Context: an optimization exercise on an open-source flow, tuned for small area and a short achievable clock period. The choices shown serve that exercise and are no tape-out recipe.
In this exercise RTL edits were held to simulation tests only and were not proved equivalent to the original.
Power and IR drop assume default switching activity.

Setup of P:
## ALU_Micros1
module ALU_Micros1(
  input  [7:0] iA,
  input  [7:0] iB,
  input  [4:0] ALU_Sel,
  input        iClk,
  output [7:0] oRESALU,
  output [4:0] oBanderas
);
  reg [7:0] ALU_Q;
  reg [4:0] Banderas_Q;
  assign oRESALU   = ALU_Q;
  assign oBanderas = Banderas_Q;
  wire [4:0] s = ALU_Sel;
  wire [3:0] c = ALU_Sel[3:0];
  wire hold  = s[4] & (c != 4'd0);
  wire o_mul = ~s[4] & (c == 4'd0);
  wire o_div = (c == 4'd1);
  wire o_inc = (c == 4'd2);
  wire o_dec = (c == 4'd3);
  wire o_and = (c == 4'd4);
  wire o_or  = (c == 4'd5);
  wire o_not = (c == 4'd6) | (c == 4'd8);
  wire o_xor = (c == 4'd7);
  wire o_asl = (c == 4'd9);
  wire o_asr = (c == 4'd10);
  wire o_lsl = (c == 4'd11);
  wire o_lsr = (c == 4'd12);
  wire o_rol = (c == 4'd13);
  wire o_ror = (c == 4'd14);
  wire o_add = (c == 4'd15);
  wire o_sub = s[4];
  wire o_ar  = o_inc | o_dec | o_add | o_sub;
  wire o_au  = o_ar | o_and | o_or | o_xor | o_not;
  wire o_left  = o_asl | o_lsl | o_rol;
  wire o_right = o_asr | o_lsr | o_ror;
  wire asx = o_asl | o_asr;
  wire m_sh  = c[3];                         
  wire m_rev = c[3] & ~c[0];                 
  wire m_rot = c[2] & (c[1] ^ c[0]);         
  wire m_asx = ~c[2] & (c[1] ^ c[0]);        
  wire a_b   = c[2] & (c[0] | ~c[1]);        
  wire a_nb  = s[4];                         
  wire a_one = (c[3] & ~c[0]) | (~c[2] & c[1] & c[0]) | (c[2] & c[1] & ~c[0]);   
  wire a_cin = s[4] | ~(c[0] | c[3]);        
  wire a_ce  = s[4] | ~(c[3] | c[2]) | (c[3] & c[1] & c[0]);   
  wire a_pe  = ~(c[2] & ~c[1] & ~c[0]);      
  wire a_ge  = c[2] & ~c[1];                 
  wire [7:0] am = {iA[7] & ~(m_asx & m_rev), iA[6:0]};
  wire [7:0] ma = m_rev ? {am[0], am[1], am[2], am[3], am[4], am[5], am[6], am[7]} : iA;
  ...
For scale: about 830 cells after synthesis, about 13 flip-flops, ~0.0046 mm² of cells after synthesis.
Settings: LEC_CHECK=0, ABC_AREA=1, CAP_MARGIN=20, CORE_MARGIN=2, CORE_UTILIZATION=65, SLEW_MARGIN=20, SYNTH_HIERARCHICAL=1, SYNTH_MINIMUM_KEEP_SIZE=0; clock period 13.0 ns.
standard.sh (not shown) runs the stock make flow with config.mk's settings and CLKGATE_MAP_FILE= SYNTH_SCRIPT=/design/flow/synth_recipe.tcl, a recipe that flattens the netlist after the stock synthesis.
==> flow/flow/run.sh <==
#!/bin/bash
# The standard layout (standard.sh) with these changes:
#  - synthesis maps full adders (Yosys extract_fa) only inside the design's `fa` module,
#    instead of wherever a 3-input XOR/majority pair appears (in the divider that put slow
#    adder cells on the critical path); everything else is left to ABC as usual;
#  - the port buffers that placement inserts are sky130_fd_sc_hd__buf_2;
set -euo pipefail
W=$PWD
rm -rf "$W/scripts_fa"
cp -r "$FLOW_HOME/scripts" "$W/scripts_fa"
sed -i 's/^  extract_fa {\*}\[dont_use_extract_fa_args\]$/  extract_fa {*}[dont_use_extract_fa_args] fa/' "$W/scripts_fa/synth.tcl"
grep -q 'extract_fa {\*}\[dont_use_extract_fa_args\] fa$' "$W/scripts_fa/synth.tcl"
export BUFFER_PORTS_ARGS="-buffer_cell sky130_fd_sc_hd__buf_2"
bash standard.sh SCRIPTS_DIR="$W/scripts_fa" SETUP_SLACK_MARGIN=6 finish > "$W/flow.log" 2>&1
[inputs] Q vs P
--- a/flow/design.v
+++ b/flow/design.v
@@ -35,25 +35,26 @@
   wire o_right = o_asr | o_lsr | o_ror;
   wire asx = o_asl | o_asr;
   wire m_sh  = c[3];                         
   wire m_rev = c[3] & ~c[0];                 
   wire m_rot = c[2] & (c[1] ^ c[0]);         
   wire m_asx = ~c[2] & (c[1] ^ c[0]);        
+  wire m_l8  = ~c[2] & c[1] & c[0];          
   wire a_b   = c[2] & (c[0] | ~c[1]);        
   wire a_nb  = s[4];                         
   wire a_one = (c[3] & ~c[0]) | (~c[2] & c[1] & c[0]) | (c[2] & c[1] & ~c[0]);   
   wire a_cin = s[4] | ~(c[0] | c[3]);        
   wire a_ce  = s[4] | ~(c[3] | c[2]) | (c[3] & c[1] & c[0]);   
   wire a_pe  = ~(c[2] & ~c[1] & ~c[0]);      
   wire a_ge  = c[2] & ~c[1];                 
   wire [7:0] am = {iA[7] & ~(m_asx & m_rev), iA[6:0]};
   wire [7:0] ma = m_rev ? {am[0], am[1], am[2], am[3], am[4], am[5], am[6], am[7]} : iA;
+  wire       inr  = m_asx ? ~|iB[6:3] : ~|iB[7:3];    
   wire [7:0] oneh = 8'd1 << iB[2:0];
-  wire [7:0] shb  = m_rot ? 8'd2 : oneh;
-  wire [8:0] mb   = m_sh ? {1'b0, shb} : {1'b0, iB};
-  wire       sbig = asx ? |iB[6:3] : |iB[7:3];
+  wire [8:0] shb  = m_rot ? 9'd2 : {m_l8 & (iB == 8'd8), {8{inr}} & oneh};
+  wire [8:0] mb   = m_sh ? shb : {1'b0, iB};
   wire pp0_0 = ~(ma[0] & mb[0]);
   wire pp0_1 = ~(ma[0] & mb[1]);
   wire pp0_2 = ~(ma[0] & mb[2]);
   wire pp0_3 = ~(ma[0] & mb[3]);
   wire pp0_4 = ~(ma[0] & mb[4]);
   wire pp0_5 = ~(ma[0] & mb[5]);
@@ -481,21 +482,19 @@
   wire adc170_g = ag[6] | (ap[6] & adc167_g);
   wire adc170_p = ap[6] & adc167_p;
   wire [8:0] ac = {adc166_g, adc170_g, adc167_g, adc169_g, adc164_g, adc168_g, adc160_g, (ag[0] | (ap[0] & cin)), cin};
   wire [7:0] au = (({8{a_pe}} & ap) | ({8{a_ge}} & ag)) ^ ({8{a_ce}} & ac[7:0]);
   wire sum8 = ab8 ^ ac[8];
   wire [7:0] Prev = {P[0], P[1], P[2], P[3], P[4], P[5], P[6], P[7]};
-  wire o_pl = o_mul | ((o_lsl & ~sbig) | o_rol);
-  wire o_pa = o_pl | (o_asl & ~sbig);
-  wire o_pr = (o_lsr | o_asr) & ~sbig | o_ror;
+  wire o_pl = o_mul | o_lsl | o_rol;
   wire [7:0] D = ({8{o_au}} & au)
-      | ({o_pl, {7{o_pa}}} & P[7:0])
-      | ({(o_lsr & ~sbig) | o_ror, {7{o_pr}}} & Prev)
+      | ({o_pl, {7{o_pl | o_asl}}} & P[7:0])
+      | ({o_lsr | o_ror, {7{o_right}}} & Prev)
       | ({8{o_div}} & q)
       | {(asx & iA[7]) | (o_ror & iA[0]), 6'd0, o_rol & iA[7]};
-  wire f_v = ((o_pl & P[8]) | (o_ar & sum8) | (o_lsl & (iB == 8'd8) & iA[0])) & ~hold;
+  wire f_v = ((o_pl & P[8]) | (o_ar & sum8)) & ~hold;
   wire f_c = D[7] & ~(o_not | asx | hold);
   always @(posedge iClk) begin
     if (!hold) ALU_Q <= D;
     Banderas_Q <= {~^ALU_Q, f_v, f_c, ALU_Q[7], ~|ALU_Q};
   end
 endmodule
==> results.txt <==
Q vs. P: post-synthesis instance area decreased 31 µm²; final area decreased about 1.6%; post-placement worst setup slack increased 0.20 ns; area added between synthesis and finish decreased 1.0 points; fmax decreased 0.89%.
Q vs P — height of the chip dropped about 0.33%.
Post-synthesis share of cell area spent on xor and xnor gates, Q and P: smaller value in P
Summary of Q over P: power consumed by the clock network about even, area enclosed by the die boundary fell about 0.66%.

==> what the ideal ports hide <==
In the flow no input, the clock included, has a driving cell. The finished layouts below were timed again as built, in two steps. Step 1 (the two cells are an assumption about what drives the block):
set clk [get_ports {iClk}]
set_driving_cell -lib_cell sky130_fd_sc_hd__clkbuf_16 $clk
set_driving_cell -lib_cell sky130_fd_sc_hd__buf_2 [delete_from_list [all_inputs] $clk]
Step 2 times the ports against the registers' clock, not the clock port: input delays grow and output delays shrink by t, the midpoint of the rising clock arrivals with the driver on. a / b / c = ideal / step 1 / step 2; a / b = the first two.
run	shift t [ns]	slack for setup (ns)	worst setup path at the end	latest minus earliest clock arrival (ns)	slew at the worst register clock pin (ns)
P	0.260	6.273 / 6.272 / 6.012	input to register	0.001 / 0.001	0.05 / 0.05
Q	0.262	6.213 / 6.209 / 5.948	input to register	0.001 / 0.001	0.05 / 0.05
After both steps every run listed still meets setup and hold. The setup slack of Q, which loses most, moves by -0.004 ns with the drivers and by -0.265 ns with both steps.
